Background: an optimization exercise with open tools, aiming at small area. Do not read the settings as production practice. In this exercise RTL edits were held to simulation tests only and were not proved equivalent to the original.

==> design/flow/design.v <==
`timescale 1ns / 1ps
module iir_filter (
    input wire clk,
    input wire rst,
    input wire signed [15:0] x_in,
    output reg signed [15:0] y_out
);
    localparam signed [39:0] B0 =  3947;
    localparam signed [39:0] B1 = -7894;
    localparam signed [39:0] B2 =  3947;
    localparam signed [39:0] A2 = -7891; 
    localparam signed [39:0] A3 =  3801;
    reg signed [39:0] z1;
    reg signed [39:0] z2;
    wire signed [39:0] x_ext;
    wire signed [39:0] b0_x, b1_x, b2_x;
    wire signed [39:0] a2_y, a3_y;
    wire signed [39:0] y_acc;
    assign x_ext = {{24{x_in[15]}}, x_in};
    assign b0_x = x_ext * B0;
    assign b1_x = x_ext * B1;
    assign b2_x = x_ext * B2;
    assign y_acc = b0_x + z1;
    reg signed [15:0] y_comb;
    wire signed [39:0] y_scaled = y_acc >>> 12; 
    always @(*) begin
        if (y_scaled > 32767)      
            y_comb = 32767;
        else if (y_scaled < -32768) 
            y_comb = -32768;
        else                        
            y_comb = y_scaled[15:0];
    end
    wire signed [39:0] y_comb_ext = {{24{y_comb[15]}}, y_comb};
    assign a2_y = y_comb_ext * A2;
    assign a3_y = y_comb_ext * A3;
    always @(posedge clk) begin
        if (rst) begin
            y_out <= 0;
            z1 <= 0;
            z2 <= 0;
        end else begin
            y_out <= y_comb;
            z1 <= b1_x - a2_y + z2;
            z2 <= b2_x - a3_y;
        end
    end
endmodule
`timescale 1ns / 1ps
module threshold_estimator (
    input wire clk,
    input wire rst,
    input wire signed [15:0] data_in,
    output reg signed [15:0] threshold
);
    reg signed [15:0] abs_data;
    always @(*) begin
        if (data_in == -16'd32768) abs_data = 16'd32767;
        else abs_data = (data_in < 0) ? -data_in : data_in;
    end
    localparam K = 14; 
    reg signed [31:0] accumulator;
    always @(posedge clk) begin
        if (rst) begin
            accumulator <= 0;
            threshold <= 0;
        end else begin
            accumulator <= accumulator - (accumulator >>> K) + abs_data;
            threshold <= -(((accumulator >>> K) * 45) >>> 3);
        end
    end
endmodule
`timescale 1ns / 1ps
module spike_detect (
    input wire clk,
    input wire rst,
    input wire signed [15:0] data_in,
    input wire signed [15:0] threshold,
    output reg spike_out
);
    localparam integer LOCKOUT = 20;
    localparam signed [15:0] SATURATION_NEG = -16'd30000;
    reg [4:0] timer;
    always @(posedge clk) begin
        if (rst) begin
            spike_out <= 0;
            timer <= 0;
        end else begin
            spike_out <= 0;
            if (timer > 0) begin
                timer <= timer - 1;
            end else begin
                if ((data_in < threshold) && (data_in > SATURATION_NEG)) begin
                    spike_out <= 1;
                    timer <= LOCKOUT;
                end
            end
        end
    end
endmodule
`timescale 1ns / 1ps
module velocity_decoder (
    input wire clk,
    input wire rst,
    input wire bin_strobe,  
    input wire signed [15:0] bin_count,  
    output reg signed [15:0] velocity  
);
    localparam signed [15:0] M1 = 16'd3891;  
    localparam signed [15:0] M2 = 16'd819;  
    localparam signed [15:0] MAX_VEL = 16'd20480; 
    localparam signed [15:0] MIN_VEL = -16'd20480;
    reg signed [31:0] term1;  
    reg signed [31:0] term2;  
    reg signed [31:0] sum;  
    always @(posedge clk) begin
        if (rst) begin
            velocity <= 0;
        end else if (bin_strobe) begin
            term1 = velocity * M1; 
            term2 = (bin_count * M2) <<< 12;
            sum = term1 + term2;
            if ((sum >>> 12) > MAX_VEL) 
                velocity <= MAX_VEL;
            else if ((sum >>> 12) < MIN_VEL)
                velocity <= MIN_VEL;
            else
                velocity <= sum >>> 12;
        end
    end
endmodule
`timescale 1ns / 1ps
module neural_pipeline_top (
    input wire clk,
    input wire rst,
    input wire signed [15:0] raw_in,
    output wire signed [15:0] vel_out
);
    wire signed [15:0] filt_out;
    wire spike_pulse_raw;  
    reg spike_pulse_safe;  
    wire signed [15:0] auto_threshold;
    reg [17:0] warmup_cnt; 
    always @(posedge clk) begin
        if (rst) begin
            warmup_cnt <= 0;
            spike_pulse_safe <= 0;
        end else begin
            if (warmup_cnt < 150000) 
                warmup_cnt <= warmup_cnt + 1;
            if (warmup_cnt == 150000) 
                spike_pulse_safe <= spike_pulse_raw;
            else 
                spike_pulse_safe <= 0;
        end
    end
    reg [10:0] bin_timer;
    reg bin_strobe;
    reg signed [15:0] bin_accumulator;
    reg signed [15:0] current_bin_count;
    iir_filter u_filter (
        .clk(clk),
        .rst(rst),
        .x_in(raw_in),
        .y_out(filt_out)
    );
    threshold_estimator u_thresh_gen (
        .clk(clk),
        .rst(rst),
        .data_in(filt_out),
        .threshold(auto_threshold)
    );
    spike_detect u_detect (
        .clk(clk),
        .rst(rst),
        .data_in(filt_out),
        .threshold(auto_threshold), 
        .spike_out(spike_pulse_raw) 
    );
    always @(posedge clk) begin
        if (rst) begin
            bin_timer <= 0;
            bin_accumulator <= 0;
            current_bin_count <= 0;
            bin_strobe <= 0;
        end else begin
            bin_strobe <= 0;
            if (spike_pulse_safe)
                bin_accumulator <= bin_accumulator + 1;
            if (bin_timer == 1499) begin
                bin_timer <= 0;
                current_bin_count <= bin_accumulator;
                bin_accumulator <= 0;
                bin_strobe <= 1;
            end else begin
                bin_timer <= bin_timer + 1;
                bin_strobe <= 0;
            end
        end
    end
    velocity_decoder u_decoder (
        .clk(clk),
        .rst(rst),
        .bin_strobe(bin_strobe),
        .bin_count(current_bin_count),
        .velocity(vel_out)
    );
endmodule
==> design/flow/run.sh <==
#!/bin/bash
# synth_recipe.tcl (not shown) runs the flow's synth.tcl, then flattens the netlist and writes it again
# the make line also repeats each setting of config.mk as NAME=value (left out here)
make -C /OpenROAD-flow-scripts/flow DESIGN_CONFIG=/design/flow/config.mk WORK_HOME=/design/flow/orfs CLKGATE_MAP_FILE= SYNTH_SCRIPT=/design/flow/synth_recipe.tcl finish
==> design/flow/config.mk <==
export PLATFORM = sky130hd
export DESIGN_NAME = neural_pipeline_top
export DESIGN_NICKNAME = neural_pipeline_top
export VERILOG_FILES = /design/flow/design.v
export SDC_FILE = /design/flow/constraint.sdc
export NUM_CORES = 4
export LEC_CHECK = 0
export CAP_MARGIN = 20
export CORE_MARGIN = 2
export CORE_UTILIZATION = 40
export SLEW_MARGIN = 20
==> design/flow/constraint.sdc <==
create_clock -name core_clock -period 25.0 [get_ports {clk}]
set_input_delay 5.0000 -clock core_clock [delete_from_list [all_inputs] [get_ports {clk}]]
set_output_delay 5.0000 -clock core_clock [all_outputs]
set_load 0.01 [all_outputs]
==> key figures <==
Detailed routing
  – DR iter-0 viols: 1,697
  – Via count: 29,866
  – DRC violations left: 0
  – WL final: 100.3 mm
  – WL per Instance: 17.05 um
  – Drt first pass iters: 6
  – Post-route ant nets: 0
  – Post-DR vias/cell: 5.075

Timing
  – Worst setup margin: 2069 ps
  – Min Tclk post-route: 22,930 ps
  – Final Hold Viols: 0
  – Fmax achieved: 0.04361 GHz
  – Worst slew pin tran: 1053 ps
  – TNS Setup: 0 ps
  – Unrepaired setup endpoints after global routing: false
  – Final setup vio count: 0
  – Clock skew: 17.84 ps
  – Final period utilization: 91.72%
  – Slew Viols, Final: 0
  – Slew margin rel.: 29.81%

Die
  – Die Area: 0.1035 mm2
  – I/O pin total: 34
  – Die Y: 321.8 um
  – Core Rows: 116
  – Chip width: 321.8 um
  – Starting density of the core: 40.33%
  – Core ar.: 0.1001 mm2

Synth
  – Avg Cell Area, Syn: 8.876 um2
  – EDFF count, synth: 0
  – Post-synth net total: 5,804
  – Cells after Synth: 4,550
  – Post-synthesis compound-gate area fraction: 11.36%
  – Register area share after synthesis: 10.86%
  – Commonest cells in the netlist: inv_1, ha_1, fa_1, nor2_1, dfxtp_1
  – Leading area contributor after synthesis: fa_1
  – Post-synth ARST share: 0%
  – Post-synthesis mux area share: 1.087%
  – Simple-gate area share of the yosys netlist: 11.29%
  – Synthesized area: 0.04039 mm2
  – Cell with the most instances after synthesis: inv_1
  – Top-area cell type share of the netlist area: 25.97%
  – #FFs+latches synth: 219
  – Post-Synth XOR/XNOR Area: 7.429%
  – Ys flop type: dfxtp_1
  – Top cells by area, synth: fa_1, ha_1, dfxtp_1
  – Cell variety after synth: 89
  – Post-Synth Adder-Cell Area: 48.03%
  – Largest family of logic cells by synthesized area: adder cells
  – Ys Warns: 5

Critical path
  – Reg2Reg Setup Slack: 11,780 ps
  – Crit Path Class: input pin to flop
  – Crit-path max FO: 24
  – WP data arrival: 23,430 ps
  – Cell mode on critical path: ha_1
  – CP required: 25,500 ps
  – Setup crit end: u_filter.z1[29]
  – Max incr delay on CP: 820 ps
  – Critical Path Source Type: input pin
  – Reg2reg path depth: 43
  – Worst flop-to-flop path endpoint: u_filter.z1[29]
  – Crit path from: raw_in[1]
  – Reg2reg start: u_filter.z1[13]
  – Crit end category: flop
  – Crit-path slowest cell: a2111oi_0

Clocking
  – CTS tree: done
  – CTS Buf Count: 30
  – Hold_buf cts: 0
  – Root Buffer: clkbuf_16
  – Clock latency (worst-skew pair): 620 ps
  – Postcts setup bufs: 0
  – H-tree Lvls: 1
  – Resized Gates After CTS: 0
  – Clock sinks: 219
  – Max Root-Sink Buffers: 3
  – Clock slew at reported path FFs: 60 ps

Global routing
  – Global-route wire length before repair: 165.9 mm
  – Initial antenna violation count: 2
  – Number of global-route vias before repair: 30,963
  – Largest net degree at the start of global routing: 68
  – Grt total ovfl: 0
  – Global Route Usage Sum: 20.02%

Cells and area
  – Synthesis-to-layout area growth: 6.785%
  – Layout cells sized above 1: 2.158%
  – Fillers: 9,923
  – Multi-input logic area: 0.03200 mm2
  – Register Area: 0.004384 mm2
  – Post-layout nets: 5,822
  – # diodes: 0

Worst hold path
  – Tightest Hold Check Type: flop to flop

Placement
  – Post-Place Setup Slack: 1812 ps
  – Port Buffers: 33
  – Placer Congestion: 0.9262
  – Post-DP HPWL: 85.92 mm

Outcome
  – Status: complete, no violations

Flow run
  – Max-cap violations: 0
-- layout make-up --
cell class / count / area share [%]
clock buffer: 44 / 1.955
clock inverter: 7 / 0.1335
inverter: 1006 / 8.756
multi-input combinational: 3263 / 74.21
sequential: 219 / 10.17
tap: 1298 / 3.766
timing repair buffer: 48 / 1.018
-- per-stage QoR --
step | area (um2) | std cells | hold slack [ps] | util [%]
6_report | 43130 | 5885 | 458.1 | 43.06
5_1_grt | 43130 | 5885 | 504.2 | 43.06
4_1_cts | 43130 | 5885 | 464.9 | 43.06
3_5_place_dp | 42230 | 5834 | 451.2 | 42.17
3_3_place_gp | 42230 | 5834 | 446.4 | 42.17
2_1_floorplan | 40390 | 4550 | 429.8 | -
-- how the worst min path moves through the flow --
stage	start	to	slack, ps	depth (start not counted)
2_1_floorplan	bin_timer[0]	bin_timer[0]	430	1
3_3_place_gp	bin_timer[0]	bin_timer[0]	450	1
3_5_place_dp	bin_timer[0]	bin_timer[0]	450	1
4_1_cts	bin_timer[0]	bin_timer[0]	460	1
5_1_grt	bin_timer[8]	bin_timer[8]	500	2
6_report	bin_timer[0]	bin_timer[0]	460	1
-- critical path: cells and delay by family --
family,cells,cell delay [ps]
adder cells (fa/ha/maj),16,6780
AO/OA/AOI/OAI,22,6730
buffers and inverters,8,1840
XOR/XNOR,4,1310
AND/OR/NAND/NOR,10,1290
multiplexers,1,400
-- metal layers --
| metal | vias to the layer above | share of wire (%) | GRT usage [%] |
|---|---|---|---|
| li1 | 14811 | - | - |
| met1 | 14437 | 48 | 28.15 |
| met2 | 497 | 46 | 33.34 |
| met3 | 119 | 3.5 | 1.767 |
| met4 | 2 | 2.2 | 4.434 |
| met5 | - | 0.010 | 0 |
-- state kept, by name (all words and copies together) (netlist names) --
| register | flops |
|---|---|
| u_decoder.velocity | 16 |
| u_filter.y_out | 16 |
| bin_strobe | 1 |
| spike_pulse_safe | 1 |
| u_detect.timer | 5 |
| bin_timer | 11 |
| u_thresh_gen.accumulator | 32 |
| warmup_cnt | 18 |
| u_detect.spike_out | 1 |
| u_filter.z2 | 30 |
| u_thresh_gen.threshold | 16 |
| u_filter.z1 | 40 |
| bin_accumulator | 16 |
| current_bin_count | 16 |
-- cell families (layout without fill, tap and decap cells) --
logic type / after synthesis / in the layout
compound gates: 694 / 694
xor+xnor: 341 / 341
fa+ha+maj: 1236 / 1236
buf+inv: 1068 / 1105
flops: 219 / 219
mux: 43 / 43
simple gates: 949 / 949
-- cell usage in the layout (no fill, tap or decap), types with 14 or more instances in the layout --
cell type / count
o21a_1: 39
nor2_1: 351
inv_1: 1004
or3_1: 24
and2_1: 32
xor2_1: 145
nor2b_1: 44
xnor2_1: 194
clkdlybuf4s50_1: 31
mux2i_1: 36
a21o_1: 101
nand3_1: 69
nand4_1: 32
nand2b_1: 44
dfxtp_1: 219
a31oi_1: 25
a21oi_1: 198
nand2_1: 181
o21bai_1: 14
fa_1: 524
o211ai_1: 19
buf_4: 15
nor3_1: 62
clkbuf_16: 30
o21ai_0: 122
a211oi_1: 23
ha_1: 712
and3_1: 37

-- static timing again, ports no longer ideal --
How much do the figures lean on ideal ports? The routed layout below was timed once more, with nothing changed but the port constraints. Step 1 (the two cells are an assumption about what drives the block):
set clk [get_ports {clk}]
set_driving_cell -lib_cell sky130_fd_sc_hd__clkbuf_16 $clk
set_driving_cell -lib_cell sky130_fd_sc_hd__buf_2 [delete_from_list [all_inputs] $clk]
Step 2, shift: input delay + t, output delay - t, t = (earliest + latest rising clock arrival at the registers) / 2. This alone moves slack from input paths to output paths. Slacks: no drivers / after step 1 / after step 2; pairs: no drivers / after step 1.
t (ns): 0.681
slack for setup (ns): 2.069 / 2.102 / 1.421
latest minus earliest clock arrival (ns): 0.018 / 0.018
After both steps setup and hold are still met in this run. For this run, drivers alone change the setup slack by +0.033 ns; drivers and shift together by -0.648 ns.
